Background: an optimization exercise with open tools, aiming at small area and a short achievable clock period. Do not read the settings as production practice. The RTL was checked by simulation tests, not by an equivalence proof against the original design. Power is estimated from default activity; no workload was simulated.

== run A ==
==> flow/design.v <==
module fifo_or8 (input logic [7:0] d, input logic [7:0] s, output logic y);
    assign y = |(d & s);
endmodule
module fifo_nor2 (input logic a, b, output logic y);
    assign y = ~(a | b);
endmodule
module fifo_nand2 (input logic a, b, output logic y);
    assign y = ~(a & b);
endmodule
module fifo_rdbit (
    input  logic [31:0] d,
    input  logic [31:0] s,
    output logic        y
    );
    logic [3:0]  l2;
    logic [1:0]  l3;
    for (genvar k = 0; k < 4; k++) begin : g_l2
        fifo_or8 u (.d(d[8*k +: 8]), .s(s[8*k +: 8]), .y(l2[k]));
    end
    for (genvar k = 0; k < 2; k++) begin : g_l3
        fifo_nor2 u (.a(l2[2*k]), .b(l2[2*k+1]), .y(l3[k]));
    end
    fifo_nand2 u_l4 (.a(l3[0]), .b(l3[1]), .y(y));
endmodule
module fifo_generic #(
    parameter DataWidth = 32,
    parameter int unsigned FifoDepth = 32  
    ) (
    input logic                    clk,
    input logic                    i_rst,
    input logic                    i_read,
    input logic                    i_write,
    input logic  [DataWidth - 1:0] i_write_data,
    output logic [DataWidth - 1:0] o_read_data,
    output logic                   o_full,
    output logic                   o_empty
    );
    localparam AW = $clog2(FifoDepth);
    logic [DataWidth - 1:0] fifo_mem [0:FifoDepth - 1];
    localparam LoN = 4;
    localparam HiN = FifoDepth / LoN;
    logic [LoN - 1:0]       wr_lo;
    logic [HiN - 1:0]       wr_hi;
    logic [FifoDepth - 1:0] read_sel;    
    logic [AW:0]            count;       
    logic not_empty, not_full;
    logic read_en, write_en;
    assign read_en  = i_read  & not_empty;
    assign write_en = i_write & ~count[AW];
    always_ff @(posedge clk) begin
        if (i_rst) begin
            wr_lo      <= {{(LoN - 1){1'b0}}, 1'b1};
            wr_hi      <= {{(HiN - 1){1'b0}}, 1'b1};
            read_sel   <= {{(FifoDepth - 1){1'b0}}, 1'b1};
            count      <= '0;
            not_empty  <= 1'b0;
            not_full   <= 1'b1;
            o_empty    <= 1'b1;
            o_full     <= 1'b0;
        end else begin
            if (write_en) begin
                wr_lo <= {wr_lo[LoN - 2:0], wr_lo[LoN - 1]};
                if (wr_lo[LoN - 1]) wr_hi <= {wr_hi[HiN - 2:0], wr_hi[HiN - 1]};
            end
            if (read_en) read_sel <= {read_sel[FifoDepth - 2:0], read_sel[FifoDepth - 1]};
            if (write_en & ~read_en) begin
                count   <= count + 1'b1;
                not_empty <= 1'b1;
                o_empty   <= 1'b0;
                not_full  <= (count != FifoDepth - 1);
                o_full    <= (count == FifoDepth - 1);
            end else if (read_en & ~write_en) begin
                count   <= count - 1'b1;
                not_full  <= 1'b1;
                o_full    <= 1'b0;
                not_empty <= (count != 1);
                o_empty   <= (count == 1);
            end
        end
    end
    logic [FifoDepth - 1:0] wsel, wkeep;
    always_comb begin
        for (int i = 0; i < FifoDepth; i++) begin
            wsel[i]  = i_write & ~count[AW] & wr_lo[i % LoN] & wr_hi[i / LoN];
            wkeep[i] = ~(i_write & not_full & wr_lo[i % LoN] & wr_hi[i / LoN]);
        end
    end
    always_ff @(posedge clk) begin
        for (int i = 0; i < FifoDepth; i++) begin
            fifo_mem[i] <= (i_write_data & {DataWidth{wsel[i]}})
                         | (fifo_mem[i] & {DataWidth{wkeep[i]}});
        end
    end
    logic [DataWidth - 1:0] head;
    for (genvar b = 0; b < DataWidth; b++) begin : g_rd
        logic [FifoDepth - 1:0] col;
        for (genvar i = 0; i < FifoDepth; i++) begin : g_col
            assign col[i] = fifo_mem[i][b];
        end
        fifo_rdbit u_bit (.d(col), .s(read_sel), .y(head[b]));
    end
    logic read_keep;
    assign read_keep = ~i_read | (count == 0);
    always_ff @(posedge clk) begin
        o_read_data <= (head & {DataWidth{read_en}})
                     | (o_read_data & {DataWidth{read_keep}});
    end
endmodule
Settings: LEC_CHECK=0, CAP_MARGIN=20, CORE_MARGIN=2, CORE_UTILIZATION=50, CTS_CLUSTER_DIAMETER=80, CTS_CLUSTER_SIZE=25, PLACE_DENSITY=0.65, SETUP_SLACK_MARGIN=1.25, SLEW_MARGIN=20, SYNTH_HIERARCHICAL=1, TNS_END_PERCENT=10; clock period 2.8 ns.
run.sh (not shown) runs the stock make flow with config.mk's settings and CLKGATE_MAP_FILE= SYNTH_SCRIPT=/design/flow/synth_recipe.tcl, a recipe that flattens the netlist after the stock synthesis.
Run A went all the way through the flow, and no timing, DRC or antenna check failed.
Setup changes, run A to run B
# run A
export LEC_CHECK = 0
export CAP_MARGIN = 20
export CORE_MARGIN = 2
export CORE_UTILIZATION = 50
export CTS_CLUSTER_DIAMETER = 80
export CTS_CLUSTER_SIZE = 25
export PLACE_DENSITY = 0.65
export SETUP_SLACK_MARGIN = 1.25
export SLEW_MARGIN = 20
export SYNTH_HIERARCHICAL = 1
export TNS_END_PERCENT = 10
create_clock -name core_clock -period 2.8 [get_ports {clk}]
# run B
export LEC_CHECK = 0
export CAP_MARGIN = 20
export CORE_MARGIN = 2
export CORE_UTILIZATION = 50
export CTS_CLUSTER_DIAMETER = 80
export CTS_CLUSTER_SIZE = 25
export PLACE_DENSITY = 0.65
export SETUP_SLACK_MARGIN = 1.0
export SLEW_MARGIN = 20
export SYNTH_HIERARCHICAL = 1
export BUFFER_PORTS_ARGS = -buffer_cell sky130_fd_sc_hd__buf_4
create_clock -name core_clock -period 2.8 [get_ports {clk}]
==> flow/flow/run.sh (new file) <==
#!/bin/bash
set -e
cp standard.sh standard.sh.txt
echo 'export BUFFER_PORTS_ARGS = -buffer_cell sky130_fd_sc_hd__buf_4' >> config.mk
bash standard.sh > standard.log 2>&1
==> flow/standard.sh (new file) <==
#!/bin/bash
# synth_recipe.tcl (not shown) runs the flow's synth.tcl, then flattens the netlist and writes it again
# the make line also repeats each setting of config.mk as NAME=value (left out here)
make -C /OpenROAD-flow-scripts/flow DESIGN_CONFIG=/design/flow/config.mk WORK_HOME=/design/flow/orfs CLKGATE_MAP_FILE= SYNTH_SCRIPT=/design/flow/synth_recipe.tcl "${@:-finish}"
removed: flow/run.sh
[summary]
Run B completed every stage of the flow, and the final layout passed the timing, design-rule and antenna checks.
Against run A, run B comes in 0.037 ns higher on shortest period the worst path allows.
Any difference in number of unique standard cell types used by synthesis between run B and run A is small enough to ignore.
Global-route usage, run B and run A: higher on run A
The higher clock share of power of run B and run A is in run B.
Comparing the two runs side by side, run B comes out ahead of run A on wire length reported by the detailed router.
Run B -> run A: fraction of power spent switching nets flat
The inputs of run C differ from those of run B as listed below.
# run B
export LEC_CHECK = 0
export CAP_MARGIN = 20
export CORE_MARGIN = 2
export CORE_UTILIZATION = 50
export CTS_CLUSTER_DIAMETER = 80
export CTS_CLUSTER_SIZE = 25
export PLACE_DENSITY = 0.65
export SETUP_SLACK_MARGIN = 1.0
export SLEW_MARGIN = 20
export SYNTH_HIERARCHICAL = 1
export BUFFER_PORTS_ARGS = -buffer_cell sky130_fd_sc_hd__buf_4
create_clock -name core_clock -period 2.8 [get_ports {clk}]
# run C
export LEC_CHECK = 0
export CAP_MARGIN = 20
export CORE_MARGIN = 2
export CORE_UTILIZATION = 50
export CTS_CLUSTER_DIAMETER = 80
export CTS_CLUSTER_SIZE = 25
export PLACE_DENSITY = 0.65
export SETUP_SLACK_MARGIN = 1.0
export SLEW_MARGIN = 20
export SYNTH_HIERARCHICAL = 1
create_clock -name core_clock -period 2.8 [get_ports {clk}]
==> flow/run.sh (new file) <==
#!/bin/bash
# synth_recipe.tcl (not shown) runs the flow's synth.tcl, then flattens the netlist and writes it again
# the make line also repeats each setting of config.mk as NAME=value (left out here)
make -C /OpenROAD-flow-scripts/flow DESIGN_CONFIG=/design/flow/config.mk WORK_HOME=/design/flow/orfs CLKGATE_MAP_FILE= SYNTH_SCRIPT=/design/flow/synth_recipe.tcl finish
removed: flow/flow/run.sh
removed: flow/standard.sh
--- outcome ---
Run C finished every stage and its layout cleared the timing, design-rule and antenna checks.
When the final numbers for run C and run B were put side by side, the power share of the clock group turned out to be greater in run B.
Run C — share of power burned in combinational logic 0.2 points higher, run B as reference
Run comparison: run C start point of the critical path read_sel[3]; run B start point of the critical path read_sel[0]
Between run C and run B, power is higher for run B, run C comes in under that.
Compared with run B, in run C xor and xnor fraction of the mapped netlist area has remained practically unchanged; number of clock buffers in the layout has decreased; synthesis-to-finish area growth has increased; hold slack has decreased; share of final-layout standard cells stronger than drive strength 1 has decreased.

* * *

## v31
fifo_generic, a different RTL version from the one above (not shown whole).
For scale: about 1,200 flip-flops.
## fifo_generic
module fifo_generic #(
    parameter DataWidth = 32,
    parameter int unsigned FifoDepth = 32  
    ) (
    input logic                    clk,
    input logic                    i_rst,
    input logic                    i_read,
    input logic                    i_write,
    input logic  [DataWidth - 1:0] i_write_data,
    output logic [DataWidth - 1:0] o_read_data,
    output logic                   o_full,
    output logic                   o_empty
    );
Settings: LEC_CHECK=0, CAP_MARGIN=20, CORE_MARGIN=2, CORE_UTILIZATION=50, CTS_CLUSTER_DIAMETER=80, CTS_CLUSTER_SIZE=25, PLACE_DENSITY=0.8, SETUP_SLACK_MARGIN=1.2, SLEW_MARGIN=20, SYNTH_HIERARCHICAL=1, TNS_END_PERCENT=20, BUFFER_PORTS_ARGS=-buffer_cell sky130_fd_sc_hd__buf_4; clock period 2.8 ns.
standard.sh (not shown) runs the stock make flow with config.mk's settings and CLKGATE_MAP_FILE= SYNTH_SCRIPT=/design/flow/synth_recipe.tcl, a recipe that flattens the netlist after the stock synthesis.
==> flow/flow/run.sh <==
#!/bin/bash
set -e
cp standard.sh standard.sh.txt
echo 'export BUFFER_PORTS_ARGS = -buffer_cell sky130_fd_sc_hd__buf_4' >> config.mk
bash standard.sh > standard.log 2>&1
--- input diff v31..v16 ---
Settings: a change of PLACE_DENSITY from 0.8 to 0.65.
==> summary.txt <==
Delta (v16 minus v31): number of antenna violations at the first check in global routing decreased by 1 relative to the old numbers; final area increased by 0.59% relative to the old numbers; sequential cell area share decreased by 0.23 points relative to the old numbers; routed wire length increased by about 6% relative to the old numbers; final cell utilization of the core increased by 0.32 points relative to the old numbers. Sort v31 and v16 by number of gates resized after cts, ascending, and v16 comes first. [compare] base=v31 new=v16: achievable frequency climbed 0.49%, area added between synthesis and finish now sits higher, post-synth design cell area level, largest net degree at the start of global routing went down by 12, TritonCTS buffer count climbed 1.
Edits applied to the flow inputs when going from v16 to v55:
Settings: swapping 25 for 30 in CTS_CLUSTER_SIZE; swapping 0.65 for 0.8 in PLACE_DENSITY; swapping 80 for 90 in CTS_CLUSTER_DIAMETER; swapping 1.2 for 1.1 in SETUP_SLACK_MARGIN.
--- outcome ---
On v55: count of clock-buffer cells in the layout is 27% lower than what v16 gave. The multi-input logic portion of the cell area in v55 sits 0.40 points above the value recorded for v16. v55 vs v16: power down. v16 and v55 ended up with roughly the same part of the total power dissipated in combinational logic. Row total net switching power: v55 lower / v16 higher. Compared v16 against v55; area of the die within noise. Compared with v16, v55 shows a summed area of non-filler cells in the final layout that is about 1.6% lower. Sort v16 and v55 by clock network power share, descending, and v16 comes first.
[inputs] v56 vs v55
Settings: SETUP_SLACK_MARGIN: 1.1 -> 1.3; TNS_END_PERCENT: 20 -> 5.
==> flow/flow/run.sh <==
#!/bin/bash
set -e
echo 'export BUFFER_PORTS_ARGS = -buffer_cell sky130_fd_sc_hd__buf_4' >> config.mk
bash standard.sh > standard.log 2>&1
[summary]
The depth of the most critical reg-to-reg path of v56 is higher than that of v55. Between v55 and v56, relative area change from synthesis to final layout increased. Comparing v56 and v55, clock latency at the later pin of the worst-skew pair is higher on v56. Summary — routing usage on met2, v56 relative to v55: higher, by 0.85 points. Side by side, count of plain and timing-repair buffers in the layout turned out higher in v56 than in v55. v56 and v55 ended up with roughly the same cell count after placement. v56 gives more portion of total power attributed to combinational logic than v55 did. Post-route total power went up slightly going from v55 to v56. Time the worst path needs with I/O delays and setup for v56 is higher than for v55.
diff inputs: v56 => v41
Settings: SETUP_SLACK_MARGIN: 1.3 -> 1.1; TNS_END_PERCENT: 5 -> 20; PLACE_DENSITY: 0.8 -> 0.9.
Results
- Between v56 and v41, the global-route usage over all layers does not differ in any meaningful way.
- Relative to v56, global-route track usage on met3 increased by 0.65 points in v41.
- Diff v41..v56 | number of flops mapped to enable cells by yosys | unchanged
- The run showing the smaller reported leakage power is v41.
- Diff v56 -> v41: post-route minimum period did not really move, sequential power level, highest clock rate roughly the same, internal portion of total power did not really move.
- The part of the cycle the worst path needs on v41 is in line with that on v56.
- From v56 to v41 the numbers moved as follows: number of cells traversed by the worst register-to-register path shrank by 2; via count of the first global-routing pass grew by about 2.7%.

[what the ideal ports hide]
How much do the figures lean on ideal ports? The routed layouts below were timed once more, with nothing changed but the port constraints.
Step 1: set_driving_cell puts a clkbuf_16 on clk and a buf_2 on each other input, an assumption about the parent block.
Step 2 adds t to the input delays and takes it off the output delays; t is the mean of the earliest and latest rising clock arrival at the registers after step 1. Input paths then give back, and output paths get back, about the clock's delay inside the block.
Three values: ideal, step 1, step 2; two values: the first two.
run	t (ns)	setup slack, ns	hold slack, ns	worst setup path at the end
run A	0.718	0.951 / 0.951 / 0.470	0.456 / 0.403 / 0.467	input to register
run B	0.714	0.914 / 0.914 / 0.587	0.427 / 0.390 / 0.467	input to register
run C	0.706	0.916 / 0.916 / 0.504	0.359 / 0.316 / 0.466	input to register
v31	0.715	1.076 / 1.007 / 0.702	0.292 / 0.317 / 0.463	input to register
v16	0.704	1.085 / 1.020 / 0.715	0.321 / 0.286 / 0.460	input to register
v55	0.691	1.062 / 0.992 / 0.672	0.325 / 0.340 / 0.466	input to register
v56	0.707	1.058 / 0.989 / 0.621	0.394 / 0.358 / 0.463	input to register
v41	0.692	1.056 / 1.024 / 0.579	0.323 / 0.305 / 0.465	input to register
After both steps setup and hold are still met in every run listed. For run A, which loses most, drivers alone change the setup slack by 0.000 ns; drivers and shift together by -0.481 ns.
